This design comes from an exercise in tuning for small area on the open sky130 flow, not from production work.
At most, simulation tests tie the RTL to the original design; equivalence was not proved.
The RTL of run 5 was laid out without a check of its function.
Power figures rest on the tool's default switching activity, not on a simulated workload.

**design/flow/run.sh**
```bash
#!/bin/bash
# synth_recipe.tcl (not shown) runs the flow's synth.tcl, then flattens the netlist and writes it again
# the make line also repeats each setting of config.mk as NAME=value (left out here)
make -C /OpenROAD-flow-scripts/flow DESIGN_CONFIG=/design/flow/config.mk WORK_HOME=/design/flow/orfs CLKGATE_MAP_FILE= SYNTH_SCRIPT=/design/flow/synth_recipe.tcl finish
```
**design/flow/config.mk**
```make
export PLATFORM = sky130hd
export DESIGN_NAME = iobus
export DESIGN_NICKNAME = iobus
export VERILOG_FILES = /design/flow/design.v
export SDC_FILE = /design/flow/constraint.sdc
export NUM_CORES = 4
export LEC_CHECK = 0
export CAP_MARGIN = 20
export CORE_MARGIN = 2
export CORE_UTILIZATION = 40
export CTS_BUF_LIST = sky130_fd_sc_hd__clkbuf_16
export CTS_CLUSTER_DIAMETER = 80
export CTS_CLUSTER_SIZE = 30
export SLEW_MARGIN = 20
```
**design/flow/constraint.sdc**
```tcl
create_clock -name core_clock -period 10.0 [get_ports {clk_sys}]
set_input_delay 2.0000 -clock core_clock [delete_from_list [all_inputs] [get_ports {clk_sys}]]
set_output_delay 2.0000 -clock core_clock [all_outputs]
set_load 0.01 [all_outputs]
```
**design/flow/design.v**
```verilog
module iobus(
	input clk_sys,
	input rst,
	input rxd,
	output txd,
	output zg,
	input zw,
	input rcl,
	output dpa,
	input rs,
	input rf,
	input rok,
	input rpe,
	input rqb,
	input rpn,
	input [0:3] rnb,
	input [0:15] rad,
	input [0:15] rdt,
	output dw,
	output dr,
	output din,
	output dok,
	output den,
	output dpe,
	output dpn,
	output [0:3] dnb,
	output [0:15] dad,
	output [0:15] ddt,
	input [0:15] w,
	input [0:3] rotary_pos,
	input [0:9] indicators,
	output [0:3] rotary_out,
	output rotary_trig,
	output [0:15] keys,
	output keys_trig,
	output [0:3] fn,
	output fn_v,
	output fn_trig
);
	reg [1:0] rxs;
	reg [5:0] rdiv;
	reg [8:0] rsr;		 
	reg rx_rdy;
	always @ (posedge clk_sys) begin
		if (rst) begin
			rxs <= 2'd0;
			rx_rdy <= 1'b0;
		end else begin
			rx_rdy <= 1'b0;
			case (rxs)
				2'd0: begin
					rsr <= 9'h100;
					if (!rxd) begin
						rdiv <= 6'd49;
						rxs <= 2'd1;
					end
				end
				2'd1: begin
					if (rxd) rxs <= 2'd0;
					else if (rdiv != 6'd24) rdiv <= rdiv - 1'b1;
					else begin
						rdiv <= 6'd49;
						rxs <= 2'd2;
					end
				end
				2'd2: begin
					if (rdiv != 6'd0) rdiv <= rdiv - 1'b1;
					else begin
						rdiv <= 6'd49;
						if (rsr[0]) rxs <= 2'd3;
						else rsr <= {rxd, rsr[8:1]};
					end
				end
				2'd3: begin
					rxs <= 2'd0;
					rx_rdy <= rxd;
				end
			endcase
		end
	end
	wire [7:0] rbyte = rsr[8:1];
	localparam M_IDLE = 3'd0;
	localparam M_ARG  = 3'd1;
	localparam M_A1   = 3'd2;
	localparam M_A2H  = 3'd3;
	localparam M_A2L  = 3'd4;
	localparam M_A3H  = 3'd5;
	localparam M_A3L  = 3'd6;
	localparam M_DONE = 3'd7;
	reg [2:0] ms;
	reg m_rdy;
	reg [7:0] tcmd;
	reg [4:0] ta1;
	reg [15:0] ta2;
	reg [15:0] ta3;
	always @ (posedge clk_sys) begin
		if (rst) begin
			ms <= M_IDLE;
			m_rdy <= 1'b0;
			ta2 <= 16'd0;
			ta3 <= 16'd0;
		end else begin
			m_rdy <= (ms == M_DONE);
			case (ms)
				M_IDLE: if (rx_rdy) begin
					tcmd <= rbyte;
					ms <= M_ARG;
				end
				M_ARG: ms <= tcmd[2] ? M_A1 : tcmd[1] ? M_A2H : tcmd[0] ? M_A3H : M_DONE;
				M_A1: if (rx_rdy) begin
					ta1 <= rbyte[4:0];
					ms <= tcmd[1] ? M_A2H : tcmd[0] ? M_A3H : M_DONE;
				end
				M_A2H: if (rx_rdy) begin
					ta2[15:8] <= rbyte;
					ms <= M_A2L;
				end
				M_A2L: if (rx_rdy) begin
					ta2[7:0] <= rbyte;
					ms <= tcmd[0] ? M_A3H : M_DONE;
				end
				M_A3H: if (rx_rdy) begin
					ta3[15:8] <= rbyte;
					ms <= M_A3L;
				end
				M_A3L: if (rx_rdy) begin
					ta3[7:0] <= rbyte;
					ms <= M_DONE;
				end
				M_DONE: ms <= M_IDLE;
			endcase
		end
	end
	wire c_r   = (tcmd == 8'h9e);
	wire c_w   = (tcmd == 8'h97);
	wire c_in  = (tcmd == 8'hb5);
	wire c_pa  = (tcmd == 8'h80);
	wire c_pe  = (tcmd[7:1] == 7'b0001100);
	wire c_ok  = (tcmd[7:1] == 7'b0001000) | c_pe;
	wire c_en  = (tcmd == 8'h08);
	wire c_cpd = (tcmd == 8'hc1);
	wire c_cpr = (tcmd == 8'hcc);
	wire c_cpf = (tcmd == 8'hd4);
	wire c_cps = (tcmd == 8'hd8);
	assign dpa = m_rdy & c_pa;
	assign keys = ta3;
	assign rotary_out = ta1[3:0];
	assign fn = ta1[3:0];
	assign fn_v = ta1[4];
	assign keys_trig = m_rdy & c_cpd;
	assign rotary_trig = m_rdy & c_cpr;
	assign fn_trig = m_rdy & c_cpf;
	reg zg_r;
	reg ir, iw;
	reg [4:0] ia1;
	reg [15:0] ia2;
	reg [15:0] ia3;
	reg [4:0] tcnt5;
	wire timeout = &tcnt5;
	wire zwzg = zw & zg_r;
	always @ (posedge clk_sys) begin
		if (rst) begin
			zg_r <= 1'b0;
		end else if (!zg_r) begin
			if (m_rdy & (c_r | c_w | c_in)) begin
				zg_r <= 1'b1;
				ir <= c_r;
				iw <= c_w;
				ia1 <= ta1;
				ia2 <= ta2;
				ia3 <= ta3;
			end
		end else if (zw & (rok | timeout)) begin
			zg_r <= 1'b0;
		end
	end
	always @ (posedge clk_sys) begin
		if (rst | rok | !zwzg) tcnt5 <= 5'd0;
		else if (!timeout) tcnt5 <= tcnt5 + 1'b1;
	end
	assign zg = zg_r;
	assign dr = zwzg & ir;
	assign dw = zwzg & iw;
	assign din = zwzg & ~ir & ~iw;
	assign dpn = zwzg & ia1[4];
	assign dnb = zwzg ? ia1[3:0] : 4'd0;
	assign dad = zwzg ? ia2 : 16'd0;
	wire io_req = (rs | rf) & ~rad[15];
	reg dok_r, den_r, dpe_r;
	reg [15:0] rddt;
	wire resp_act = dok_r | den_r;
	always @ (posedge clk_sys) begin
		if (rst) begin
			dok_r <= 1'b0;
			den_r <= 1'b0;
			dpe_r <= 1'b0;
		end else if (!resp_act) begin
			if (io_req & m_rdy & (c_ok | c_en)) begin
				dok_r <= c_ok;
				den_r <= c_en;
				dpe_r <= c_pe;
				rddt <= ta3;
			end
		end else if (!io_req) begin
			dok_r <= 1'b0;
			den_r <= 1'b0;
			dpe_r <= 1'b0;
		end
	end
	assign dok = dok_r;
	assign den = den_r;
	assign dpe = dpe_r;
	assign ddt = (zwzg ? ia3 : 16'd0) | (resp_act ? rddt : 16'd0);
	reg ena_cl, ena_cp, ena_bus;
	reg [7:0] enc_cmd;
	always @ (*) begin
		case ({rf, rs, dr, dw, din, rok, timeout, rpe})
			8'b10000000 : enc_cmd = { 1'b1,  4'b0101,  3'b110 };
			8'b01000000 : enc_cmd = { 1'b1,  4'b0100,  3'b111 };
			8'b00100100 : enc_cmd = { 1'b0, 4'b0010, 3'b001 };
			8'b00100101 : enc_cmd = { 1'b0, 4'b0011, 3'b000 };
			8'b00010100 : enc_cmd = { 1'b0, 4'b0010, 3'b000 };
			8'b00001100 : enc_cmd = { 1'b0, 4'b0010, 3'b000 };
			8'b00100010 : enc_cmd = { 1'b0, 4'b0100, 3'b000 };
			8'b00010010 : enc_cmd = { 1'b0, 4'b0100, 3'b000 };
			8'b00001010 : enc_cmd = { 1'b0, 4'b0100, 3'b000 };
			default     : enc_cmd = 8'd0;
		endcase
	end
	wire send_req = io_req;
	wire send_resp = (rok | timeout) & zwzg;
	reg [1:0] bst;		 
	reg is_req;
	reg [4:0] bc;		 
	reg [5:0] ba1;
	reg [15:0] ba2;
	reg [15:0] ba3;
	always @ (posedge clk_sys) begin
		if (rst) begin
			bst <= 2'd0;
		end else begin
			case (bst)
				2'd0: if (send_req | send_resp) begin
					is_req <= send_req;
					bc <= {enc_cmd[7], enc_cmd[5], enc_cmd[4], enc_cmd[3], enc_cmd[0]};
					ba1 <= {rqb, rpn, rnb};
					ba2 <= rad;
					ba3 <= rdt;
					bst <= 2'd1;
				end
				2'd1: if (ena_bus) bst <= 2'd2;
				default: if (!ena_bus && (is_req ? !send_req : !send_resp)) bst <= 2'd0;
			endcase
		end
	end
	wire [7:0] bcmd = {bc[4], 1'b0, bc[3], bc[2], bc[1], bc[4], bc[4], bc[0]};
	wire trig_bus = (bst == 2'd1);
	wire send_cp = m_rdy & c_cps;
	reg [1:0] cst;
	always @ (posedge clk_sys) begin
		if (rst) begin
			cst <= 2'd0;
		end else begin
			case (cst)
				2'd0: if (send_cp) cst <= 2'd1;
				2'd1: if (ena_cp) cst <= 2'd2;
				default: if (!ena_cp & !send_cp) cst <= 2'd0;
			endcase
		end
	end
	wire trig_cp = (cst == 2'd1);
	reg [1:0] lst;
	always @ (posedge clk_sys) begin
		if (rst) begin
			lst <= 2'd0;
		end else begin
			case (lst)
				2'd0: if (rcl) lst <= 2'd1;
				2'd1: if (ena_cl) lst <= 2'd2;
				default: if (!ena_cl & !rcl) lst <= 2'd0;
			endcase
		end
	end
	wire trig_cl = (lst == 2'd1);
	localparam T_STOP = 4'd0;
	localparam T_RDY  = 4'd1;
	localparam T_IDLE = 4'd4;
	localparam T_LOAD = 4'd5;
	localparam T_SEND = 4'd6;
	localparam T_START = 4'd7;
	reg [3:0] tp;
	reg [5:0] tdiv;
	reg [2:0] idx;
	reg [15:0] sw;
	reg [9:0] sind;
	reg [3:0] srot;
	wire [2:0] targ = ena_bus ? {bc[4], bc[4], bc[0]} : {1'b0, ena_cp, ena_cp};
	reg [2:0] nidx;
	reg nlast;
	always @ (*) begin
		nidx = 3'd0;
		nlast = 1'b0;
		case (idx)
			3'd0: if (targ[2]) nidx = 3'd1; else if (targ[1]) nidx = 3'd2; else if (targ[0]) nidx = 3'd4; else nlast = 1'b1;
			3'd1: if (targ[1]) nidx = 3'd2; else if (targ[0]) nidx = 3'd4; else nlast = 1'b1;
			3'd2: nidx = 3'd3;
			3'd3: if (targ[0]) nidx = 3'd4; else nlast = 1'b1;
			3'd4: nidx = 3'd5;
			default: nlast = 1'b1;
		endcase
	end
	always @ (posedge clk_sys) begin
		if (rst) begin
			tp <= T_IDLE;
			ena_cl <= 1'b0;
			ena_cp <= 1'b0;
			ena_bus <= 1'b0;
		end else begin
			case (tp)
				T_IDLE: if (trig_cl | trig_cp | trig_bus) begin
					ena_cl <= trig_cl;
					ena_cp <= trig_cp & ~trig_cl;
					ena_bus <= trig_bus & ~trig_cp & ~trig_cl;
					tp <= T_LOAD;
				end
				T_LOAD: begin
					sw <= w;
					sind <= indicators;
					srot <= rotary_pos;
					idx <= 3'd0;
					tp <= T_SEND;
				end
				T_SEND: begin
					tdiv <= 6'd0;
					tp <= T_START;
				end
				T_STOP: begin
					if (tdiv == 6'd49) tp <= T_RDY;
					else tdiv <= tdiv + 1'b1;
				end
				T_RDY: begin
					if (nlast) begin
						ena_cl <= 1'b0;
						ena_cp <= 1'b0;
						ena_bus <= 1'b0;
						tp <= T_IDLE;
					end else begin
						idx <= nidx;
						tp <= T_SEND;
					end
				end
				default: begin		 
					if (tdiv == 6'd50) begin
						tdiv <= 6'd0;
						tp <= tp + 1'b1;
					end else tdiv <= tdiv + 1'b1;
				end
			endcase
		end
	end
	wire [15:0] a2 = ena_bus ? ba2 : sw;
	wire [15:0] a3 = ena_bus ? ba3 : {sind, 2'b00, srot};
	wire [7:0] cmdb = ena_bus ? bcmd : ena_cp ? 8'h13 : 8'h88;
	reg [7:0] tbyte;
	always @ (*) begin
		case (idx)
			3'd0: tbyte = cmdb;
			3'd1: tbyte = {2'b00, ba1};
			3'd2: tbyte = a2[15:8];
			3'd3: tbyte = a2[7:0];
			3'd4: tbyte = a3[15:8];
			default: tbyte = a3[7:0];
		endcase
	end
	assign txd = tp[3] ? tbyte[tp[2:0]] : (tp != T_START);
endmodule
```
==> results of run 1 <==
cell families (layout without fill, tap and decap cells):
kind of cell,after synthesis,after routing,share of synthesized area
xor gates and xnor gates,13,13,0.0118
buffers and inverters,64,201,0.0287
adders and majority gates,15,15,0.0194
and+or+nand+nor,292,292,0.148
muxes,34,34,0.0375
DFF,227,227,0.642
AOI/OAI and AO/OA,174,174,0.113
worst max-delay path, delay by kind of cell:
| family | cells | cell delay [ns] |
|---|---|---|
| buffers and inverters | 2 | 1.56 |
| AO/OA/AOI/OAI | 1 | 0.26 |
| AND/OR/NAND/NOR | 1 | 0.73 |
synth_stat cells (13+ instances only):
cell type and number:
a21oi_1 70, a22o_1 17, and2_1 13, and3_1 32, clkbuf_1 26, dfxtp_1 61, edfxtp_1 166, ha_1 15
inv_1 22, mux2i_1 25, nand2_1 98, nand2b_1 14, nand3_1 20, nor2_1 60, nor2b_1 13, nor3_1 15
o21ai_0 33
path summary, 6_finish.rpt:
kind / startpoint / cells after the start / to
hold reg to reg: ta2[7] / 0 / ia2[7]
setup reg to reg: tcnt5[0] / 6 / ba2[9]
setup / recovery: zw / 4 / ddt[11]
hold / removal: ta2[7] / 0 / ia2[7]
layer usage:
| layer | track usage | vias up |
|---|---|---|
| met1 | 0.227 | 3254 |
| met3 | 0.0208 | 29 |
| met4 | 0.0467 | 0 |
| met5 | 0 | - |
| li1 | - | 3276 |
| met2 | 0.323 | 128 |
cells in the final DEF, fill, tap and decap left out, types with 7 or more instances in the layout:
cell               n
buf_4              8
o21ai_0           33
mux2_2             8
nor3_1            12
edfxtp_1         166
o22ai_1            8
inv_1             23
nand2b_1          14
clkdlybuf4s50_1  149
xnor2_1            7
nand2_1           98
and2_1            13
a22o_1            17
a21oi_1           70
mux2i_1           25
and3_1            32
ha_1              15
nand3_1           20
clkbuf_16         13
dfxtp_1           60
nor2_1            60
nor2b_1           13
registers in the layout (all words and copies together), names as in the netlist, 4 cells and up, named ones only:
| name | cells |
|---|---|
| ba2 | 16 |
| ba3 | 16 |
| ia2 | 16 |
| ia3 | 16 |
| rddt | 16 |
| sw | 16 |
| ta2 | 16 |
| ta3 | 16 |
| sind | 10 |
| rsr | 9 |
| tcmd | 8 |
| ba1 | 6 |
| rdiv | 6 |
| tdiv | 6 |
| bc | 5 |
| ia1 | 5 |
| ta1 | 5 |
| tcnt5 | 5 |
| srot | 4 |
| tp | 4 |
metrics by stage:
| stage | total power, W | cells |
|---|---|---|
| 6_report | 0.00200 | 1275 |
| 5_1_grt | 0.00209 | 1275 |
| 4_1_cts | 0.00202 | 1275 |
| 3_5_place_dp | 0.00142 | 1254 |
| 3_3_place_gp | 0.00142 | 1254 |
| 2_1_floorplan | 0.00132 | 819 |
final cells by class:
cell class	count	area, um^2	area share
Clock buffer	13	325	0.0274
Clock inverter	8	116	0.00978
Inverter	22	82.6	0.00694
Multi-Input combinational cell	528	3210	0.270
Sequential cell	227	6210	0.522
Tap cell	319	399	0.0336
Timing Repair Buffer	158	1560	0.131
where the power goes:
part           total [W]  switching, W  internal (W)  leakage, nW
combinational   0.000280      0.000155      0.000125         1.75
clock           0.000599      0.000320      0.000279        0.217
sequential       0.00112     0.0000482       0.00107         2.03
total            0.00200      0.000523       0.00147         3.99
==> results.sh, run 1 <==
export IMPL_ant_nets=0
export IMPL_fmax_mhz=153
export IMPL_numPortBuffers=150
export IMPL_rsz0062_at_grt="false"
export IMPL_synthFlopType="edfxtp_1"
export IMPL_synth_top_area_cell="edfxtp_1"
export IMPL_grt_pass1_vias=6654
export IMPL_cts_resized=0
export IMPL_cts_setup_buffers=0
export IMPL_wl_per_cell_um=18.0
export IMPL_slowest_delay_ns=1.02
export IMPL_design_area_mm2=0.0119
export IMPL_final_nets=1042
export IMPL_clk_pin_slew_ns=0.11
export IMPL_areaGrowthSynthToFinish_pct=23.0
export IMPL_antenna_cells=0
export IMPL_finalMaxSlewViolations=0
export IMPL_synth_distinct_cells=64
export IMPL_tightest_slew_ns=0.836
export IMPL_pre_cts_slack_ns=3.38
export IMPL_wl_met2_mm=11.7
export IMPL_die_h_um=159
export IMPL_power_leakage_nw=3.99
export IMPL_final_util=0.504
export IMPL_worstPathArrival_ns=4.55
export IMPL_num_fill_cells=2167
export IMPL_synth_edff_count=166
export IMPL_post_dp_hpwl_mm=15.9
export IMPL_drc=0
export IMPL_cp_start_kind="input pin"
export IMPL_ys_seq_area_frac=0.642
export IMPL_via_per_inst=5.24
export IMPL_synth_area_mm2=0.00967
export IMPL_syn_avg_cell_area_um2=11.8
export IMPL_cpMostUsedCell="clkdlybuf4s50_1"
export IMPL_postCtsHoldBufs=0
export IMPL_ys_async_sr_fraction=0
export IMPL_final_layout_size_suffix_gt1_frac=0.0523
export IMPL_tritoncts="built"
export IMPL_reg2reg_slack_ns=7.15
export IMPL_ys_warn_count=1
export IMPL_ir_drop_mv=0.0963
export IMPL_syn_num_nets=911
export IMPL_clk_latency_ns=0.48
export IMPL_grt_antenna_before_repair=0
export IMPL_min_period_over_period=0.655
export IMPL_place_gp_congestion=0.840
export IMPL_gr_total_overflow=0
export IMPL_path_max_fanout=26
export IMPL_hp_class="reg2reg"
export IMPL_setup_tns_ns=0
export IMPL_status="finished clean"
export IMPL_grt_first_pass_wirelength_mm=36.6
export IMPL_numCtsBuffers=13
export IMPL_die_area_mm2=0.0254
export IMPL_cts_sinks=227
export IMPL_pin_count=151
export IMPL_worstPathCellList="clkdlybuf4s50_1 -> and2_1 -> a22o_1 -> clkdlybuf4s50_1"
export IMPL_placed_cell_area_mm2=0.0115
export IMPL_setup_violations=0
export IMPL_worstSetupPathType="in2out"
export IMPL_vias=6687
export IMPL_required_ns=8.00
export IMPL_cpMaxStageDelayCell="clkdlybuf4s50_1"
export IMPL_grt_start_max_net_pins=62
export IMPL_die_w_um=159
export IMPL_top_layer="met4"
export IMPL_placeableCoreArea_mm2=0.0236
export IMPL_fin_crit_ns=6.55
export IMPL_worstSetupEndpointType="primary output"
export IMPL_synth_top_area_share=0.516
export IMPL_setup_ws_ns=3.45
export IMPL_clock_skew_ns=0.0318
export IMPL_cap_violations=0
export IMPL_met1_length_mm=10.1
export IMPL_num_rows=56
export IMPL_clock_path_buffers=3
export IMPL_synth_area_leaders="edfxtp_1 (52%), dfxtp_1 (13%), nand2_1 (3.8%)"
export IMPL_drt_iter0_markers=427
export IMPL_htreeDepth=1
export IMPL_start_util=0.409
export IMPL_hold_viol=0
export IMPL_relSlewSlack=0.441
export IMPL_dr_wl_met3_um=792
export IMPL_clock_root_buffer="clkbuf_16"
export IMPL_track_usage=0.179
export IMPL_drt_wl_total_mm=23.0
export IMPL_p_per_area_mw_per_mm2=168
export IMPL_first_pass_iters=4
export IMPL_postSynthCellCount=819
export IMPL_hold_ws_ns=0.442
export IMPL_synth_seq_cells=227
==> run 2: changes to the inputs <==
--- a/design/flow/config.mk
+++ b/design/flow/config.mk
@@ -10,5 +10,2 @@
 export CORE_UTILIZATION = 40
-export CTS_BUF_LIST = sky130_fd_sc_hd__clkbuf_16
-export CTS_CLUSTER_DIAMETER = 80
-export CTS_CLUSTER_SIZE = 30
 export SLEW_MARGIN = 20
==> run 2 against run 1 <==
Still clean on timing, DRC and antenna. Cell count increased by 2.0%. Flip-flop and latch count unchanged. Maximum frequency about the same. Combinational power about the same. Global-route usage increased by 0.14 points. Hold slack got worse by 0.0071 ns. Synthesized area unchanged. Critical path type unchanged. Critical endpoint unchanged.
==> results.sh, run 2 <==
export IMPL_status="finished clean"
export IMPL_drt_iter0_markers=365
export IMPL_cts_setup_buffers=0
export IMPL_grt_pass1_vias=6748
export IMPL_areaGrowthSynthToFinish_pct=26.9
export IMPL_placed_cell_area_mm2=0.0115
export IMPL_cap_violations=0
export IMPL_tightest_slew_ns=0.845
export IMPL_numPortBuffers=150
export IMPL_power_leakage_nw=4.18
export IMPL_setup_violations=0
export IMPL_synth_edff_count=166
export IMPL_postSynthCellCount=819
export IMPL_cts_sinks=227
export IMPL_num_rows=56
export IMPL_cp_start_kind="input pin"
export IMPL_placeableCoreArea_mm2=0.0236
export IMPL_synth_distinct_cells=64
export IMPL_die_w_um=159
export IMPL_post_dp_hpwl_mm=15.9
export IMPL_num_fill_cells=2140
export IMPL_synth_area_leaders="edfxtp_1 (52%), dfxtp_1 (13%), nand2_1 (3.8%)"
export IMPL_grt_first_pass_wirelength_mm=36.8
export IMPL_cts_resized=0
export IMPL_syn_avg_cell_area_um2=11.8
export IMPL_regArea_mm2=0.00621
export IMPL_final_util=0.520
export IMPL_postCtsHoldBufs=0
export IMPL_min_period_over_period=0.655
export IMPL_final_layout_size_suffix_gt1_frac=0.0693
export IMPL_start_util=0.409
export IMPL_drc=0
export IMPL_clk_latency_ns=0.53
export IMPL_multi_input_area_mm2=0.00321
export IMPL_ys_warn_count=1
export IMPL_fin_crit_ns=6.55
export IMPL_ys_async_sr_fraction=0
export IMPL_synth_most_common_cell="edfxtp_1"
export IMPL_die_h_um=159
export IMPL_path_max_fanout=26
export IMPL_htreeDepth=1
export IMPL_setup_tns_ns=0
export IMPL_final_nets=1054
export IMPL_wl_per_cell_um=17.8
export IMPL_drt_wl_total_mm=23.2
export IMPL_ys_top_cells_by_count="edfxtp_1 (166), nand2_1 (98), a21oi_1 (70)"
export IMPL_via_per_inst=5.19
export IMPL_finalMaxSlewViolations=0
export IMPL_numCtsBuffers=25
export IMPL_p_per_area_mw_per_mm2=189
export IMPL_worstPathArrival_ns=4.55
export IMPL_synthFlopType="edfxtp_1"
export IMPL_die_area_mm2=0.0254
export IMPL_relSlewSlack=0.435
export IMPL_design_area_mm2=0.0123
export IMPL_dp_cells=1254
export IMPL_gr_total_overflow=0
export IMPL_required_ns=8.00
export IMPL_worstSetupEndpointType="primary output"
export IMPL_ir_drop_mv=0.154
export IMPL_synth_area_mm2=0.00967
export IMPL_clock_path_buffers=3
export IMPL_hold_viol=0
export IMPL_synth_top_area_share=0.516
export IMPL_rsz0062_at_grt="false"
export IMPL_synth_seq_cells=227
export IMPL_antenna_cells=0
export IMPL_track_usage=0.180
export IMPL_hp_class="reg2reg"
export IMPL_clock_root_buffer="clkbuf_16"
export IMPL_ant_nets=0
export IMPL_layout_commonest_cell="edfxtp_1"
export IMPL_setup_ws_ns=3.45
export IMPL_place_gp_congestion=0.840
export IMPL_first_pass_iters=4
export IMPL_vias=6745
export IMPL_grt_start_max_net_pins=62
export IMPL_synth_top_area_cell="edfxtp_1"
export IMPL_ys_seq_area_frac=0.642
export IMPL_worstSetupPathType="in2out"
export IMPL_tritoncts="built"
export IMPL_clock_skew_ns=0.0158
export IMPL_clk_pin_slew_ns=0.06
export IMPL_pin_count=151
export IMPL_grt_antenna_before_repair=0
export IMPL_fmax_mhz=153
export IMPL_final_cell_mix="edfxtp_1 (166), clkdlybuf4s50_1 (149), nand2_1 (98), a21oi_1 (70)"
export IMPL_syn_num_nets=911
export IMPL_fin_cells=1300
export IMPL_pre_cts_slack_ns=3.38
-- run 2: cells by family (layout without fill, tap and decap cells) --
kind of cell / count (synthesis) / count (layout) / synth area share
and+or+nand+nor: 292 / 292 / 0.148
buffers and inverters: 64 / 226 / 0.0287
DFF: 227 / 227 / 0.642
xor gates and xnor gates: 13 / 13 / 0.0118
muxes: 34 / 34 / 0.0375
AOI/OAI and AO/OA: 174 / 174 / 0.113
adders and majority gates: 15 / 15 / 0.0194
-- run 2: worst max-delay path, stage by stage --
cell and delay [ns]:
clkdlybuf4s50_1 1.02, and2_1 0.72, a22o_1 0.25, clkdlybuf4s50_1 0.54
-- run 2: power breakdown --
part / switching (W) / internal, W / total, W
clock: 0.000373 / 0.000543 / 0.000917
sequential: 0.0000480 / 0.00107 / 0.00112
combinational: 0.000156 / 0.000125 / 0.000280
-- run 2: final timing paths --
check | startpoint | to | slack [ns] | depth (start not counted)
setup / recovery | zw | ddt[11] | 3.45 | 4
setup reg to reg | tcnt5[0] | ba1[3] | 7.18 | 6
hold reg to reg | ta2[9] | ia2[9] | 0.44 | 0
hold / removal | ta2[9] | ia2[9] | 0.44 | 0
-- run 2: layer usage --
metal	track usage	up-vias	wire length, um
met4	0.0525	0	631
met1	0.226	3252	9950
li1	-	3306	-
met2	0.322	141	11700
met3	0.0271	46	900
met5	0	-	0
-- run 2: layout make-up --
type                       count  share of cell area
sequential                   227               0.506
tap                          319              0.0325
timing repair buffer         158               0.127
clock buffer                  31              0.0528
clock inverter                15              0.0142
multi-input combinational    528               0.261
inverter                      22             0.00673
-- run 2: per-stage QoR --
stage               total power [W]  hold WS (ns)
global route                0.00242         0.448
detailed placement          0.00142         0.419
finish                      0.00232         0.435
CTS                         0.00234         0.435
global placement            0.00142         0.416
floorplan                   0.00132         0.408
==> run 3: changes to the inputs <==
--- a/design/flow/config.mk
+++ b/design/flow/config.mk
@@ -10,2 +10,5 @@
 export CORE_UTILIZATION = 40
+export CTS_BUF_LIST = sky130_fd_sc_hd__clkbuf_8
+export CTS_CLUSTER_DIAMETER = 60
+export CTS_CLUSTER_SIZE = 16
 export SLEW_MARGIN = 20
==> run 3 against run 2 <==
Still clean on timing, DRC and antenna. Global-route usage hardly changed. Critical path depth stayed put. Cell count is 0.77% lower. Maximum frequency hardly changed. Largest cell class unchanged.
==> results.sh, run 3 <==
export IMPL_status="finished clean"
export IMPL_wl_per_cell_um=17.9
export IMPL_drt_iter0_markers=374
export IMPL_hold_depth=0
export IMPL_design_area_mm2=0.0119
export IMPL_tritoncts="built"
export IMPL_cts_sinks=227
export IMPL_synth_most_common_cell="edfxtp_1"
export IMPL_hold_viol=0
export IMPL_clock_root_buffer="clkbuf_8"
export IMPL_crit_start="zw"
export IMPL_hp_class="reg2reg"
export IMPL_ir_drop_mv=0.0925
export IMPL_cpMaxStageDelayCell="clkdlybuf4s50_1"
export IMPL_num_rows=56
export IMPL_ys_seq_area_frac=0.642
export IMPL_final_layout_size_suffix_gt1_frac=0.0628
export IMPL_cap_violations=0
export IMPL_pin_count=151
export IMPL_cts_setup_buffers=0
export IMPL_numCtsBuffers=21
export IMPL_clock_skew_ns=0.0219
export IMPL_ys_top_cells_by_count="edfxtp_1 (166), nand2_1 (98), a21oi_1 (70)"
export IMPL_rr_startpoint="tcnt5[0]"
export IMPL_tightest_slew_ns=0.847
export IMPL_crit_reg2reg_capture="ba1[3]"
export IMPL_reg2reg_slack_ns=7.16
export IMPL_areaGrowthSynthToFinish_pct=23.0
export IMPL_antenna_cells=0
export IMPL_clock_path_buffers=3
export IMPL_pwr_share_clk=0.300
export IMPL_power_internal_w=0.00146
export IMPL_synth_edff_count=166
export IMPL_switching_share=0.271
export IMPL_via_per_inst=5.19
export IMPL_syn_avg_cell_area_um2=11.8
export IMPL_power_frac_comb=0.140
export IMPL_layout_commonest_cell="edfxtp_1"
export IMPL_clk_pin_slew_ns=0.10
export IMPL_synth_top_area_cell="edfxtp_1"
export IMPL_relSlewSlack=0.434
export IMPL_final_cell_mix="edfxtp_1 (166), clkdlybuf4s50_1 (149), nand2_1 (98), a21oi_1 (70)"
export IMPL_pre_cts_slack_ns=3.38
export IMPL_slowest_delay_ns=1.02
export IMPL_net_switching_power_w=0.000540
export IMPL_power_leakage_nw=4.01
export IMPL_p_per_area_mw_per_mm2=168
export IMPL_finalMaxSlewViolations=0
export IMPL_final_util=0.504
export IMPL_start_util=0.409
export IMPL_synthFlopType="edfxtp_1"
export IMPL_placed_cell_area_mm2=0.0115
export IMPL_post_dp_hpwl_mm=15.9
export IMPL_grt_pass1_vias=6690
export IMPL_rsz0062_at_grt="false"
export IMPL_die_area_mm2=0.0254
export IMPL_numPortBuffers=150
export IMPL_gr_total_overflow=0
export IMPL_place_gp_congestion=0.840
export IMPL_min_period_over_period=0.655
export IMPL_first_pass_iters=4
export IMPL_synth_area_leaders="edfxtp_1 (52%), dfxtp_1 (13%), nand2_1 (3.8%)"
export IMPL_postCtsHoldBufs=0
export IMPL_vias=6699
export IMPL_p_total_w=0.00200
export IMPL_final_nets=1050
export IMPL_synth_seq_cells=227
export IMPL_synth_area_mm2=0.00967
export IMPL_pwr_share_seq=0.560
export IMPL_cts_resized=0
export IMPL_cpMostUsedCell="clkdlybuf4s50_1"
export IMPL_synth_top_area_share=0.516
export IMPL_cp_start_kind="input pin"
export IMPL_setup_violations=0
export IMPL_drt_wl_total_mm=23.1
export IMPL_worstPathCellList="clkdlybuf4s50_1 -> and2_1 -> a22o_1 -> clkdlybuf4s50_1"
export IMPL_fmax_mhz=153
export IMPL_postSynthCellCount=819
export IMPL_required_ns=8.00
export IMPL_fin_crit_ns=6.55
export IMPL_num_fill_cells=2174
export IMPL_setup_tns_ns=0
export IMPL_die_h_um=159
export IMPL_worstSetupEndpointType="primary output"
export IMPL_worstSetupPathType="in2out"
export IMPL_worstPathArrival_ns=4.55
export IMPL_worstHoldStart="ta2[9]"
export IMPL_setup_ws_ns=3.45
export IMPL_grt_first_pass_wirelength_mm=36.7
export IMPL_placeableCoreArea_mm2=0.0236
export IMPL_drc=0
export IMPL_synth_distinct_cells=64
export IMPL_grt_antenna_before_repair=0
export IMPL_ant_nets=0
export IMPL_track_usage=0.180
export IMPL_reg2reg_depth=6
export IMPL_path_max_fanout=26
export IMPL_ys_warn_count=1
export IMPL_syn_num_nets=911
export IMPL_grt_start_max_net_pins=62
export IMPL_min_to="ia2[9]"
export IMPL_die_w_um=159
export IMPL_htreeDepth=1
export IMPL_clk_latency_ns=0.54
export IMPL_ys_async_sr_fraction=0
-- run 3: cell counts after synthesis --
No cell type changed its count.
-- run 3: cells by family after synthesis --
kind of cell | after synthesis | synth area share
flops | 227 | 0.642
compound gates | 174 | 0.113
xor+xnor | 13 | 0.0118
fa+ha+maj | 15 | 0.0194
mux | 34 | 0.0375
simple gates | 292 | 0.148
buf+inv | 64 | 0.0287
-- run 3: through the flow --
| step | cells | hold WS [ns] |
|---|---|---|
| 2_1_floorplan | 819 | 0.408 |
| 3_3_place_gp | 1254 | 0.416 |
| 3_5_place_dp | 1254 | 0.419 |
| 4_1_cts | 1290 | 0.420 |
| 5_1_grt | 1290 | 0.441 |
| 6_report | 1290 | 0.420 |
-- run 3: final cells by class --
cell class / count / area [um^2] / area share
sequential: 227 / 6210 / 0.522
inverter: 22 / 82.6 / 0.00694
clock inverter: 15 / 154 / 0.0129
clock buffer: 21 / 289 / 0.0243
multi-input combinational: 528 / 3210 / 0.270
timing repair buffer: 158 / 1560 / 0.131
tap: 319 / 399 / 0.0336
-- run 3: critical path: cells and delay by family --
family          cells  cell delay (ns)
simple gates        1             0.72
compound gates      1             0.25
buf+inv             2             1.55
-- run 3: per-layer routing --
metal / GRT usage / vias up / part of all wire
met3: 0.0260 / 37 / 0.036
met5: 0 / - / 0
met2: 0.322 / 133 / 0.50
met1: 0.226 / 3237 / 0.44
li1: - / 3292 / -
met4: 0.0492 / 0 / 0.024
-- run 3: power groups by stage --
stage / logic (W) / registers (W) / clock network (W)
final: 0.000280 / 0.00112 / 0.000599
after global routing: 0.000315 / 0.00113 / 0.000653
after global placement: 0.000280 / 0.00114 / 0
after detailed placement: 0.000281 / 0.00114 / 0
after CTS: 0.000282 / 0.00112 / 0.000617
after floorplan: 0.000207 / 0.00112 / 0
-- run 3: worst max path at each step --
stage                         end  slack (ns)  cells past startpoint
after CTS                 ddt[12]        3.37                      4
after global routing       ddt[7]        3.27                      4
after floorplan            ba1[0]        2.17                      4
after global placement    ddt[10]        3.43                      4
after detailed placement  ddt[15]        3.38                      4
final                     ddt[12]        3.45                      4
==> run 4: changes to the inputs <==
==> design/flow/flow/run.sh (new file) <==
#!/bin/bash
# Standard layout, with smaller port buffers and no CTS dummy loads.
set -e
cp standard.sh flow/standard.sh.copy 2>/dev/null || true
export BUFFER_PORTS_ARGS="-buffer_cell sky130_fd_sc_hd__buf_1"
bash standard.sh > standard.log 2>&1
==> design/flow/flow/standard.sh.copy (new file) <==
#!/bin/bash
# The standard flow's own layout of this design, on the ORFS make targets given (by default finish). After
# finish it leaves the final layout's DEF at /design/flow/out/final.def.
set -euo pipefail
make -C /OpenROAD-flow-scripts/flow DESIGN_CONFIG=/design/flow/config.mk WORK_HOME=/design/flow/orfs CLKGATE_MAP_FILE= SYNTH_SCRIPT=/design/flow/synth_recipe.tcl CAP_MARGIN=20 CORE_MARGIN=2 CORE_UTILIZATION=40 SLEW_MARGIN=20 "${@:-finish}"
if [[ -f /design/flow/orfs/results/sky130hd/iobus/base/6_final.odb ]]; then
  : # left out here: write the final layout as DEF
fi
==> design/flow/standard.sh (new file) <==
#!/bin/bash
# synth_recipe.tcl (not shown) runs the flow's synth.tcl, then flattens the netlist and writes it again
# the make line also repeats each setting of config.mk as NAME=value (left out here)
make -C /OpenROAD-flow-scripts/flow DESIGN_CONFIG=/design/flow/config.mk WORK_HOME=/design/flow/orfs CLKGATE_MAP_FILE= SYNTH_SCRIPT=/design/flow/synth_recipe.tcl "${@:-finish}"
--- a/design/flow/config.mk
+++ b/design/flow/config.mk
@@ -10,5 +10,2 @@
 export CORE_UTILIZATION = 40
-export CTS_BUF_LIST = sky130_fd_sc_hd__clkbuf_8
-export CTS_CLUSTER_DIAMETER = 60
-export CTS_CLUSTER_SIZE = 16
 export SLEW_MARGIN = 20
removed: design/flow/run.sh
==> run 4 against run 3 <==
Non-clock buffer count decreased by 1. Setup slack improved by 0.66 ns. Critical path depth unchanged. Die area unchanged. Maximum frequency up 11%. Power increased by 21%. Design area decreased by 3.7%. Routed wire length down 2.7%. Core utilization fell by 1.8 points. Count of clock-buffer cells in the layout grew 10. Critical endpoint unchanged. Highest routed layer unchanged.
==> results.sh, run 4 <==
export IMPL_ys_seq_area_frac=0.642
export IMPL_ant_nets=0
export IMPL_cts_resized=0
export IMPL_htreeDepth=1
export IMPL_tritoncts="built"
export IMPL_p_total_w=0.00241
export IMPL_synth_area_mm2=0.00967
export IMPL_ys_top_cells_by_count="edfxtp_1 (166), nand2_1 (98), a21oi_1 (70)"
export IMPL_grt_first_pass_wirelength_mm=35.5
export IMPL_fin_crit_ns=5.88
export IMPL_power_leakage_nw=3.85
export IMPL_final_nets=1054
export IMPL_tightest_slew_ns=0.967
export IMPL_synth_top_area_share=0.516
export IMPL_worstSetupPathType="in2out"
export IMPL_pin_count=151
export IMPL_place_gp_congestion=0.820
export IMPL_synthFlopType="edfxtp_1"
export IMPL_synth_area_leaders="edfxtp_1 (52%), dfxtp_1 (13%), nand2_1 (3.8%)"
export IMPL_clk_latency_ns=0.51
export IMPL_drt_wl_total_mm=22.5
export IMPL_fmax_mhz=170
export IMPL_wl_per_cell_um=17.3
export IMPL_final_layout_size_suffix_gt1_frac=0.0733
export IMPL_setup_tns_ns=0
export IMPL_cpMaxStageDelayCell="and2_1"
export IMPL_clk_pin_slew_ns=0.06
export IMPL_hp_class="reg2reg"
export IMPL_start_util=0.409
export IMPL_final_cell_mix="edfxtp_1 (166), buf_1 (149), nand2_1 (98), a21oi_1 (70)"
export IMPL_synth_edff_count=166
export IMPL_postSynthCellCount=819
export IMPL_postCtsHoldBufs=0
export IMPL_die_h_um=159
export IMPL_num_rows=56
export IMPL_slowest_delay_ns=0.76
export IMPL_clock_path_buffers=3
export IMPL_placeableCoreArea_mm2=0.0236
export IMPL_gr_total_overflow=0
export IMPL_finalMaxSlewViolations=0
export IMPL_grt_antenna_before_repair=0
export IMPL_worstPathCellList="buf_1 -> and2_1 -> a22o_1 -> buf_1"
export IMPL_post_dp_hpwl_mm=15.2
export IMPL_die_area_mm2=0.0254
export IMPL_cp_start_kind="input pin"
export IMPL_p_per_area_mw_per_mm2=210
export IMPL_clock_root_buffer="clkbuf_16"
export IMPL_cp_top_family="buffers and inverters"
export IMPL_synth_distinct_cells=64
export IMPL_pwr_share_seq=0.465
export IMPL_numPortBuffers=150
export IMPL_ir_drop_mv=0.128
export IMPL_grt_pass1_vias=6641
export IMPL_vias=6734
export IMPL_num_fill_cells=2163
export IMPL_areaGrowthSynthToFinish_pct=18.5
export IMPL_power_frac_comb=0.108
export IMPL_hold_viol=0
export IMPL_drt_iter0_markers=384
export IMPL_drc=0
export IMPL_synth_top_area_cell="edfxtp_1"
export IMPL_pwr_share_clk=0.426
export IMPL_switching_share=0.241
export IMPL_required_ns=8.00
export IMPL_power_internal_w=0.00183
export IMPL_ys_warn_count=1
export IMPL_via_per_inst=5.18
export IMPL_synth_seq_cells=227
export IMPL_cpMostUsedCell="buf_1"
export IMPL_cap_violations=0
export IMPL_track_usage=0.173
export IMPL_worstPathArrival_ns=3.88
export IMPL_synth_most_common_cell="edfxtp_1"
export IMPL_clock_skew_ns=0.00564
export IMPL_min_period_over_period=0.588
export IMPL_setup_violations=0
export IMPL_path_buf_inv=2
export IMPL_first_pass_iters=5
export IMPL_rsz0062_at_grt="false"
export IMPL_antenna_cells=0
export IMPL_cts_sinks=227
export IMPL_numCtsBuffers=26
export IMPL_status="finished clean"
export IMPL_die_w_um=159
export IMPL_path_max_fanout=26
export IMPL_syn_avg_cell_area_um2=11.8
export IMPL_cts_setup_buffers=0
export IMPL_layout_commonest_cell="edfxtp_1"
export IMPL_ys_async_sr_fraction=0
export IMPL_grt_start_max_net_pins=62
export IMPL_relSlewSlack=0.355
export IMPL_net_switching_power_w=0.000581
export IMPL_syn_num_nets=911
export IMPL_worstSetupEndpointType="primary output"
-- run 4: final timing paths --
path                            startpoint  endpoint  slack [ns]  depth (start not counted)
worst min register to register      ta2[6]    ia2[6]        0.43                          0
worst max register to register    tcnt5[0]    ba3[4]        7.15                          6
worst max-delay path                    zw   ddt[12]        4.12                          4
worst min-delay path                ta2[6]    ia2[6]        0.43                          0
-- run 4: area by class of cell --
class	instances	area [um^2]	area share
flip-flops and latches	227	6210	0.542
well taps	319	399	0.0348
repair buffers	157	617	0.0538
inverters	22	82.6	0.00721
clock inverters	17	250	0.0218
multi-input cells	528	3210	0.280
clock buffers	31	691	0.0603
-- run 4: stage by stage --
| stage | setup slack [ns] | utilization | instance area [um^2] | cells | hold slack (ns) |
|---|---|---|---|---|---|
| after floorplan | 2.17 | - | 9670 | 819 | 0.408 |
| after global placement | 4.14 | 0.445 | 10500 | 1253 | 0.418 |
| after detailed placement | 4.03 | 0.445 | 10500 | 1253 | 0.414 |
| after CTS | 4.02 | 0.485 | 11500 | 1301 | 0.435 |
| after global routing | 3.95 | 0.485 | 11500 | 1301 | 0.445 |
| final | 4.12 | 0.485 | 11500 | 1301 | 0.432 |
-- run 4: power by group through the flow --
stage,clock network (W),registers [W],logic (W)
after floorplan,0,0.00112,0.000207
after global placement,0,0.00114,0.000259
after detailed placement,0,0.00114,0.000261
after CTS,0.00105,0.00112,0.000263
after global routing,0.00109,0.00113,0.000296
final,0.00103,0.00112,0.000261
-- run 4: cells by family (layout without fill, tap and decap cells) --
kind of cell / count (synthesis) / after routing / synth area share
adder cells (fa/ha/maj): 15 / 15 / 0.0194
buffers and inverters: 64 / 227 / 0.0287
AO/OA/AOI/OAI: 174 / 174 / 0.113
AND/OR/NAND/NOR: 292 / 292 / 0.148
multiplexers: 34 / 34 / 0.0375
flip-flops: 227 / 227 / 0.642
XOR/XNOR: 13 / 13 / 0.0118
-- run 4: routing by layer --
| layer | routed length (um) | up-vias | global-route usage |
|---|---|---|---|
| met3 | 1270 | 38 | 0.0310 |
| li1 | - | 3315 | - |
| met1 | 9540 | 3189 | 0.217 |
| met5 | 0 | - | 0 |
| met2 | 11100 | 192 | 0.304 |
| met4 | 584 | 0 | 0.0521 |
==> run 5: changes to the inputs <==
--- a/design/flow/design.v
+++ b/design/flow/design.v
@@ -39,4 +39,8 @@
 );
+	localparam [5:0] L25 = 6'b100001;
+	localparam [5:0] L49 = 6'b001001;
+	localparam [5:0] L50 = 6'b010011;
 	reg [1:0] rxs;
 	reg [5:0] rdiv;
+	wire [5:0] rdiv_nx = {rdiv[4:0], ~(rdiv[5] ^ rdiv[4])};
 	reg [8:0] rsr;		 
@@ -53,3 +57,3 @@
 					if (!rxd) begin
-						rdiv <= 6'd49;
+						rdiv <= 6'd0;
 						rxs <= 2'd1;
@@ -59,5 +63,5 @@
 					if (rxd) rxs <= 2'd0;
-					else if (rdiv != 6'd24) rdiv <= rdiv - 1'b1;
+					else if (rdiv != L25) rdiv <= rdiv_nx;
 					else begin
-						rdiv <= 6'd49;
+						rdiv <= 6'd0;
 						rxs <= 2'd2;
@@ -66,5 +70,5 @@
 				2'd2: begin
-					if (rdiv != 6'd0) rdiv <= rdiv - 1'b1;
+					if (rdiv != L49) rdiv <= rdiv_nx;
 					else begin
-						rdiv <= 6'd49;
+						rdiv <= 6'd0;
 						if (rsr[0]) rxs <= 2'd3;
@@ -80,3 +84,3 @@
 	end
-	wire [7:0] rbyte = rsr[8:1];
+	wire [7:0] rbyte = rsr[8:1] & {8{~rst}};
 	localparam M_IDLE = 3'd0;
@@ -99,4 +103,2 @@
 			m_rdy <= 1'b0;
-			ta2 <= 16'd0;
-			ta3 <= 16'd0;
 		end else begin
@@ -114,3 +116,2 @@
 				M_A2H: if (rx_rdy) begin
-					ta2[15:8] <= rbyte;
 					ms <= M_A2L;
@@ -118,3 +119,2 @@
 				M_A2L: if (rx_rdy) begin
-					ta2[7:0] <= rbyte;
 					ms <= tcmd[0] ? M_A3H : M_DONE;
@@ -122,3 +122,2 @@
 				M_A3H: if (rx_rdy) begin
-					ta3[15:8] <= rbyte;
 					ms <= M_A3L;
@@ -126,3 +125,2 @@
 				M_A3L: if (rx_rdy) begin
-					ta3[7:0] <= rbyte;
 					ms <= M_DONE;
@@ -133,2 +131,12 @@
 	end
+	wire rx_a2h = rst | (rx_rdy & (ms == M_A2H));
+	wire rx_a2l = rst | (rx_rdy & (ms == M_A2L));
+	wire rx_a3h = rst | (rx_rdy & (ms == M_A3H));
+	wire rx_a3l = rst | (rx_rdy & (ms == M_A3L));
+	always @ (posedge clk_sys) begin
+		if (rx_a2h) ta2[15:8] <= rbyte;
+		if (rx_a2l) ta2[7:0] <= rbyte;
+		if (rx_a3h) ta3[15:8] <= rbyte;
+		if (rx_a3l) ta3[7:0] <= rbyte;
+	end
 	wire c_r   = (tcmd == 8'h9e);
@@ -292,2 +300,3 @@
 	reg [5:0] tdiv;
+	wire [5:0] tdiv_nx = {tdiv[4:0], ~(tdiv[5] ^ tdiv[4])};
 	reg [2:0] idx;
@@ -337,4 +346,4 @@
 				T_STOP: begin
-					if (tdiv == 6'd49) tp <= T_RDY;
-					else tdiv <= tdiv + 1'b1;
+					if (tdiv == L49) tp <= T_RDY;
+					else tdiv <= tdiv_nx;
 				end
@@ -352,6 +361,6 @@
 				default: begin		 
-					if (tdiv == 6'd50) begin
+					if (tdiv == L50) begin
 						tdiv <= 6'd0;
 						tp <= tp + 1'b1;
-					end else tdiv <= tdiv + 1'b1;
+					end else tdiv <= tdiv_nx;
 				end
==> design/flow/flow/run.sh (replaced) <==
#!/bin/bash
# The standard layout (the standard.sh, standard synthesis unchanged), with two changes:
# - every input and output port still gets its own buffer, but a buf_1 instead of the
#   larger cell buffer_ports picks by default;
# - clock tree synthesis clusters the registers under clkbuf_16 buffers and adds no
#   dummy loads.
# make's full output goes to standard.log in this folder; ORFS keeps its per-step logs
# under orfs/logs.
set -euo pipefail
bash standard.sh \
  BUFFER_PORTS_ARGS="-buffer_cell sky130_fd_sc_hd__buf_1" \
  CTS_ARGS="-sink_clustering_enable -repair_clock_nets -dont_use_dummy_load -sink_clustering_size 30 -sink_clustering_max_diameter 80 -buf_list sky130_fd_sc_hd__clkbuf_16" \
  finish > standard.log 2>&1
removed: design/flow/flow/standard.sh.copy
==> run 5 against run 4 <==
Highest routed layer unchanged. Count of clock-buffer cells in the layout fell by 17. Die area fell by 0.29%. Via count fell by 11%. Hold slack got worse by 0.039 ns. Critical endpoint is now ddt[7]. Synthesized area fell by 0.30%. Core utilization fell by 2.5 points. Global-route usage fell by 1.7 points. Still clean. Flip-flop and latch count did not move. First-iteration DRC count rose by 5.2%. Clock power fell by 49%.
==> results.sh, run 5 <==
export IMPL_tritoncts="built"
export IMPL_grt_pass1_vias=5587
export IMPL_power_leakage_nw=3.60
export IMPL_rsz0062_at_grt="false"
export IMPL_hold_depth=0
export IMPL_final_util=0.460
export IMPL_num_rows=56
export IMPL_final_layout_size_suffix_gt1_frac=0.0573
export IMPL_htreeDepth=1
export IMPL_relSlewSlack=0.445
export IMPL_synth_edff_count=198
export IMPL_hold_viol=0
export IMPL_cap_violations=0
export IMPL_ys_async_sr_fraction=0
export IMPL_reg2reg_depth=4
export IMPL_numPortBuffers=150
export IMPL_syn_num_nets=794
export IMPL_cts_sinks=227
export IMPL_setup_tns_ns=0
export IMPL_crit_reg2reg_capture="ba3[14]"
export IMPL_clock_skew_ns=0.0515
export IMPL_first_pass_iters=6
export IMPL_syn_avg_cell_area_um2=13.7
export IMPL_slowest_delay_ns=0.69
export IMPL_drc=0
export IMPL_vias=5963
export IMPL_tightest_slew_ns=0.833
export IMPL_final_nets=931
export IMPL_worstPathCellList="buf_1 -> and2_1 -> a22o_1 -> buf_1"
export IMPL_track_usage=0.155
export IMPL_ys_warn_count=1
export IMPL_ir_drop_mv=0.0977
export IMPL_placed_cell_area_mm2=0.0105
export IMPL_layout_commonest_cell="edfxtp_1"
export IMPL_start_util=0.409
export IMPL_placeableCoreArea_mm2=0.0235
export IMPL_final_cell_mix="edfxtp_1 (198), buf_1 (149), nor2_1 (46), a21oi_1 (31), nand2_1 (29)"
export IMPL_fmax_mhz=179
export IMPL_setup_violations=0
export IMPL_postSynthCellCount=703
export IMPL_ant_nets=0
export IMPL_die_w_um=159
export IMPL_fin_cells=1158
export IMPL_finalMaxSlewViolations=0
export IMPL_synth_top_area_cell="edfxtp_1"
export IMPL_grt_first_pass_wirelength_mm=31.3
export IMPL_rr_startpoint="zg_r"
export IMPL_cts_resized=0
export IMPL_grt_antenna_before_repair=1
export IMPL_gr_total_overflow=0
export IMPL_drt_iter0_markers=404
export IMPL_synth_distinct_cells=79
export IMPL_design_area_mm2=0.0108
export IMPL_required_ns=8.00
export IMPL_min_to="ia2[6]"
export IMPL_via_per_inst=5.15
export IMPL_synth_area_mm2=0.00964
export IMPL_min_period_over_period=0.558
export IMPL_num_fill_cells=2228
export IMPL_hp_class="reg2reg"
export IMPL_worstHoldStart="ta2[6]"
export IMPL_synth_top_area_share=0.617
export IMPL_place_gp_congestion=0.809
export IMPL_cpMaxStageDelayCell="and2_1"
export IMPL_ys_top_cells_by_count="edfxtp_1 (198), nor2_1 (46), a21oi_1 (31)"
export IMPL_numCtsBuffers=14
export IMPL_synthFlopType="edfxtp_1"
export IMPL_drt_wl_total_mm=20.3
export IMPL_synth_area_leaders="edfxtp_1 (62%), dfxtp_1 (6.0%), mux2i_1 (2.9%)"
export IMPL_ys_seq_area_frac=0.677
export IMPL_grt_start_max_net_pins=46
export IMPL_die_area_mm2=0.0254
export IMPL_cts_setup_buffers=0
export IMPL_clock_root_buffer="clkbuf_16"
export IMPL_postCtsHoldBufs=0
export IMPL_synth_seq_cells=227
export IMPL_clk_pin_slew_ns=0.10
export IMPL_cpMostUsedCell="buf_1"
export IMPL_fin_crit_ns=5.58
export IMPL_worstSetupPathType="in2out"
export IMPL_hold_ws_ns=0.393
export IMPL_dp_cells=1143
export IMPL_post_dp_hpwl_mm=14.4
export IMPL_reg2reg_slack_ns=6.85
export IMPL_synth_most_common_cell="edfxtp_1"
export IMPL_cp_start_kind="input pin"
export IMPL_clk_latency_ns=0.48
export IMPL_clock_path_buffers=3
export IMPL_p_per_area_mw_per_mm2=185
export IMPL_areaGrowthSynthToFinish_pct=12.3
export IMPL_worstSetupEndpointType="primary output"
export IMPL_die_h_um=159
export IMPL_status="finished clean"
export IMPL_wl_per_cell_um=17.6
export IMPL_worstPathArrival_ns=3.58
export IMPL_pin_count=151
export IMPL_path_max_fanout=25
run 5: cell count changes after synthesis, sizes merged, moves of 5 or more:
cell	before	now
edfxtp	166	198
nor4	6	1
nor2b	13	23
clkbuf	26	17
a211oi	4	12
o21ai	34	26
dfxtp	61	29
buf	16	21
xnor2	7	1
nand2b	14	7
nand2	98	29
nor2	60	46
a21oi	70	32
run 5: critical path, delay by kind of cell:
| kind | cells | cell delay [ns] |
|---|---|---|
| AO/OA/AOI/OAI | 1 | 0.26 |
| buffers and inverters | 2 | 0.61 |
| AND/OR/NAND/NOR | 1 | 0.69 |
run 5: kinds of logic after synthesis:
kind of cell    count (synthesis)  synth area share
simple gates                  215             0.121
mux                            40            0.0457
compound gates                140             0.102
flops                         227             0.677
buf+inv                        64            0.0328
xor+xnor                        3           0.00273
fa+ha+maj                      14            0.0182
run 5: cell type report:
| cell class | instances | area, um^2 | share of cell area |
|---|---|---|---|
| inverters | 26 | 97.6 | 0.00901 |
| well taps | 319 | 399 | 0.0369 |
| flip-flops and latches | 227 | 6530 | 0.603 |
| repair buffers | 159 | 632 | 0.0583 |
| diodes | 1 | 2.50 | 0.000231 |
| multi-input cells | 412 | 2820 | 0.260 |
| clock buffers | 14 | 350 | 0.0324 |
run 5: worst max-delay path by stage:
stage	start	end	cells past startpoint
2_1_floorplan	zw	ba1[0]	4
3_3_place_gp	zw	ddt[9]	4
3_5_place_dp	zw	ddt[7]	4
4_1_cts	zw	ddt[7]	4
5_1_grt	zw	ddt[4]	4
6_report	zw	ddt[7]	4
run 5: power by group:
| group | total [W] | switching, W | internal (W) |
|---|---|---|---|
| clock network | 0.000530 | 0.000280 | 0.000251 |
| logic | 0.000308 | 0.000187 | 0.000121 |
| registers | 0.00117 | 0.0000475 | 0.00112 |
run 5: routing by layer:
layer	vias to the layer above	wire, um	global-route usage
met4	0	267	0.0355
met1	2905	9450	0.223
met5	-	0	0
met3	21	954	0.0315
li1	2928	-	-
met2	109	9670	0.245
run 5: stage by stage:
| step | total power, W | worst slack [ns] |
|---|---|---|
| floorplan | 0.00141 | 2.02 |
| global placement | 0.00149 | 4.48 |
| detailed placement | 0.00150 | 4.37 |
| CTS | 0.00203 | 4.36 |
| global route | 0.00210 | 4.20 |
| finish | 0.00201 | 4.42 |
==> run 6: changes to the inputs <==
--- a/design/flow/design.v
+++ b/design/flow/design.v
@@ -196,15 +196,13 @@
 	wire io_req = (rs | rf) & ~rad[15];
-	reg dok_r, den_r, dpe_r;
+	reg rsa, rsb;
 	reg [15:0] rddt;
-	wire resp_act = dok_r | den_r;
+	wire resp_act = rsa | rsb;
 	always @ (posedge clk_sys) begin
 		if (rst) begin
-			dok_r <= 1'b0;
-			den_r <= 1'b0;
-			dpe_r <= 1'b0;
+			rsa <= 1'b0;
+			rsb <= 1'b0;
 		end else if (!resp_act) begin
 			if (io_req & m_rdy & (c_ok | c_en)) begin
-				dok_r <= c_ok;
-				den_r <= c_en;
-				dpe_r <= c_pe;
+				rsa <= c_ok;
+				rsb <= c_en | c_pe;
 				rddt <= ta3;
@@ -212,10 +210,9 @@
 		end else if (!io_req) begin
-			dok_r <= 1'b0;
-			den_r <= 1'b0;
-			dpe_r <= 1'b0;
+			rsa <= 1'b0;
+			rsb <= 1'b0;
 		end
 	end
-	assign dok = dok_r;
-	assign den = den_r;
-	assign dpe = dpe_r;
+	assign dok = rsa;
+	assign den = ~rsa & rsb;
+	assign dpe = rsa & rsb;
 	assign ddt = (zwzg ? ia3 : 16'd0) | (resp_act ? rddt : 16'd0);
@@ -240,4 +237,3 @@
 	reg [1:0] bst;		 
-	reg is_req;
-	reg [4:0] bc;		 
+	reg [2:0] bk;
 	reg [5:0] ba1;
@@ -245,2 +241,15 @@
 	reg [15:0] ba3;
+	reg [2:0] bk_nx;
+	always @ (*) begin
+		case (enc_cmd)
+			8'h10: bk_nx = 3'd1;
+			8'h11: bk_nx = 3'd2;
+			8'h18: bk_nx = 3'd3;
+			8'h20: bk_nx = 3'd4;
+			8'hae: bk_nx = 3'd6;
+			8'ha7: bk_nx = 3'd7;
+			default: bk_nx = send_req ? 3'd5 : 3'd0;
+		endcase
+	end
+	wire is_req = bk[2] & (bk[1] | bk[0]);
 	always @ (posedge clk_sys) begin
@@ -251,4 +260,3 @@
 				2'd0: if (send_req | send_resp) begin
-					is_req <= send_req;
-					bc <= {enc_cmd[7], enc_cmd[5], enc_cmd[4], enc_cmd[3], enc_cmd[0]};
+					bk <= bk_nx;
 					ba1 <= {rqb, rpn, rnb};
@@ -263,3 +271,14 @@
 	end
-	wire [7:0] bcmd = {bc[4], 1'b0, bc[3], bc[2], bc[1], bc[4], bc[4], bc[0]};
+	reg [7:0] bcmd;
+	always @ (*) begin
+		case (bk)
+			3'd1: bcmd = 8'h10;
+			3'd2: bcmd = 8'h11;
+			3'd3: bcmd = 8'h18;
+			3'd4: bcmd = 8'h20;
+			3'd6: bcmd = 8'hae;
+			3'd7: bcmd = 8'ha7;
+			default: bcmd = 8'h00;
+		endcase
+	end
 	wire trig_bus = (bst == 2'd1);
@@ -305,3 +324,3 @@
 	reg [3:0] srot;
-	wire [2:0] targ = ena_bus ? {bc[4], bc[4], bc[0]} : {1'b0, ena_cp, ena_cp};
+	wire [2:0] targ = ena_bus ? bcmd[2:0] : {1'b0, ena_cp, ena_cp};
 	reg [2:0] nidx;
==> run 6 against run 5 <==
Global-route usage shrank 0.45 points. Count of clock-buffer cells in the layout shrank 1. Synthesized area fell by 0.62%. Critical path depth is the same. Clock power decreased by 4.3%. Die area down 0.61%. Clock skew is 0.040 ns higher. Critical path type unchanged.
==> results.sh, run 6 <==
export IMPL_fin_crit_ns=5.55
export IMPL_vias=6058
export IMPL_cpMaxStageDelayCell="and2_1"
export IMPL_hold_ws_ns=0.394
export IMPL_synth_top_area_cell="edfxtp_1"
export IMPL_ys_top_cells_by_count="edfxtp_1 (195), nor2_1 (44), inv_1 (31)"
export IMPL_final_nets=924
export IMPL_slowest_delay_ns=0.66
export IMPL_grt_first_pass_wirelength_mm=30.9
export IMPL_grt_antenna_before_repair=1
export IMPL_relSlewSlack=0.346
export IMPL_num_rows=56
export IMPL_synth_seq_cells=223
export IMPL_postSynthCellCount=700
export IMPL_final_layout_size_suffix_gt1_frac=0.0542
export IMPL_path_max_fanout=24
export IMPL_drt_iter0_markers=490
export IMPL_syn_avg_cell_area_um2=13.7
export IMPL_p_per_area_mw_per_mm2=185
export IMPL_pre_cts_slack_ns=4.41
export IMPL_track_usage=0.151
export IMPL_hold_viol=0
export IMPL_fmax_mhz=180
export IMPL_synth_distinct_cells=79
export IMPL_syn_num_nets=791
export IMPL_hp_class="reg2reg"
export IMPL_finalMaxSlewViolations=0
export IMPL_ir_drop_mv=0.132
export IMPL_status="finished clean"
export IMPL_synth_area_mm2=0.00958
export IMPL_die_w_um=159
export IMPL_first_pass_iters=4
export IMPL_via_per_inst=5.26
export IMPL_setup_ws_ns=4.45
export IMPL_worstSetupPathType="in2out"
export IMPL_placeableCoreArea_mm2=0.0235
export IMPL_worstSetupEndpointType="primary output"
export IMPL_die_h_um=159
export IMPL_synth_top_area_share=0.611
export IMPL_ys_warn_count=1
export IMPL_clk_latency_ns=0.50
export IMPL_post_dp_hpwl_mm=13.7
export IMPL_numCtsBuffers=13
export IMPL_min_period_over_period=0.555
export IMPL_grt_pass1_vias=5694
export IMPL_pin_count=151
export IMPL_tightest_slew_ns=0.982
export IMPL_worstPathArrival_ns=3.55
export IMPL_num_fill_cells=2108
export IMPL_clock_root_buffer="clkbuf_16"
export IMPL_worstPathCellList="buf_1 -> and2_1 -> a22o_1 -> buf_1"
export IMPL_synth_area_leaders="edfxtp_1 (61%), dfxtp_1 (5.9%), and3_1 (1.9%)"
export IMPL_final_cell_mix="edfxtp_1 (195), buf_1 (149), nor2_1 (44), inv_1 (31), and3_1 (29)"
export IMPL_cts_sinks=223
export IMPL_htreeDepth=1
export IMPL_rsz0062_at_grt="false"
export IMPL_ys_seq_area_frac=0.670
export IMPL_power_leakage_nw=3.56
export IMPL_postCtsHoldBufs=0
export IMPL_ant_nets=0
export IMPL_cp_top_family="simple AND/OR/NAND/NOR gates"
export IMPL_cpMostUsedCell="buf_1"
export IMPL_synth_edff_count=195
export IMPL_ys_async_sr_fraction=0
export IMPL_setup_tns_ns=0
export IMPL_areaGrowthSynthToFinish_pct=11.9
export IMPL_drc=0
export IMPL_cp_start_kind="input pin"
export IMPL_design_area_mm2=0.0107
export IMPL_cap_violations=0
export IMPL_path_buf_inv=2
export IMPL_clock_skew_ns=0.0916
export IMPL_cts_setup_buffers=0
export IMPL_wl_per_cell_um=17.0
export IMPL_tritoncts="built"
export IMPL_layout_commonest_cell="edfxtp_1"
export IMPL_drt_wl_total_mm=19.6
export IMPL_setup_violations=0
export IMPL_die_area_mm2=0.0252
export IMPL_place_gp_congestion=0.871
export IMPL_synthFlopType="edfxtp_1"
export IMPL_synth_most_common_cell="edfxtp_1"
export IMPL_start_util=0.408
export IMPL_clock_path_buffers=3
export IMPL_grt_start_max_net_pins=43
export IMPL_cts_resized=0
export IMPL_numPortBuffers=150
export IMPL_required_ns=8.00
export IMPL_clk_pin_slew_ns=0.09
export IMPL_placed_cell_area_mm2=0.0104
export IMPL_gr_total_overflow=0
[run 6: changes by cell type in the layout (fill, tap and decap cells not counted), sizes merged, moves of 4 or more]
cell | previous run | this run
inv | 25 | 31
a21boi | 2 | 6
a211oi | 12 | 7
a21oi | 32 | 19
mux2i | 29 | 18
nand2b | 7 | 12
buf | 158 | 154
o32ai | 0 | 4
nor4 | 1 | 8
[run 6: metrics by stage]
| stage | utilization | power [W] | std cells |
|---|---|---|---|
| after global placement | 0.443 | 0.00150 | 1137 |
| after floorplan | - | 0.00141 | 700 |
| after detailed placement | 0.443 | 0.00150 | 1137 |
| final | 0.457 | 0.00199 | 1151 |
| after CTS | 0.456 | 0.00200 | 1150 |
| after global routing | 0.456 | 0.00208 | 1150 |
[run 6: metal layers]
layer	global-route usage	share of wire	up-vias
met1	0.218	0.47	2933
li1	-	-	2933
met4	0.0313	0.014	0
met3	0.0303	0.058	16
met2	0.237	0.46	176
met5	0	0	-
[run 6: worst reg2reg max path, stage by stage, from the launching register on]
cell     delay [ns]
dfxtp_1        0.38
ha_1           0.19
and3_1         0.16
ha_1           0.39
nor2_1         0.12
nor2_1         0.23
nor2_1         0.08
nor4_2         0.13
buf_4          0.49
[run 6: power breakdown]
part	internal, W	total [W]	switching (W)
combinational	0.000129	0.000315	0.000186
sequential	0.00110	0.00116	0.0000595
clock	0.000233	0.000507	0.000274
total	0.00147	0.00199	0.000519
[run 6: layout make-up]
cell class,instances,area (um^2),share of cell area
diodes,1,2.50,0.000234
clock buffers,13,325,0.0304
inverters,31,116,0.0109
multi-input cells,409,2850,0.266
flip-flops and latches,223,6420,0.599
well taps,319,399,0.0372
repair buffers,155,602,0.0562
[run 6: path summary, 6_finish.rpt]
kind	start	end	slack, ns	cells past startpoint
worst min-delay path	ta2[11]	ia2[11]	0.39	0
worst max register to register	tcnt5[0]	ba3[8]	7.37	8
worst min register to register	ta2[11]	ia2[11]	0.39	0
worst max-delay path	zw	ddt[12]	4.45	4
[run 6: kinds of logic after synthesis]
family,count (synthesis),synth area share
xor gates and xnor gates,5,0.00457
AOI/OAI and AO/OA,143,0.110
muxes,31,0.0392
adders and majority gates,15,0.0193
and+or+nand+nor,215,0.124
buffers and inverters,68,0.0336
DFF,223,0.670

[static timing again, ports no longer ideal]
The results above use ideal ports. As a check the final layouts listed here were re-extracted and re-timed, cells and wires unchanged.
Step 1, drivers: a clkbuf_16 drives clk_sys and a buf_2 each remaining input, both assumed.
Step 2 adds t to the input delays and takes it off the output delays; t is the mean of the earliest and latest rising clock arrival at the registers after step 1. Input paths then give back, and output paths get back, about the clock's delay inside the block.
Three values: no drivers, after step 1, after step 2; two values: the first two.
run	t, ns	setup WS [ns]	clock arrival spread, ns
run 1	0.516	3.449 / 3.420 / 3.420	0.033 / 0.033
run 2	0.570	3.454 / 3.425 / 3.425	0.016 / 0.016
run 3	0.575	3.453 / 3.421 / 3.421	0.023 / 0.023
run 4	0.556	4.118 / 4.091 / 4.091	0.008 / 0.007
run 5	0.506	4.420 / 4.396 / 4.396	0.059 / 0.059
run 6	0.495	4.446 / 4.422 / 4.422	0.093 / 0.093
After both steps every run listed still meets setup and hold. For run 3, which loses most, drivers alone change the setup slack by -0.032 ns; drivers and shift together by -0.032 ns.
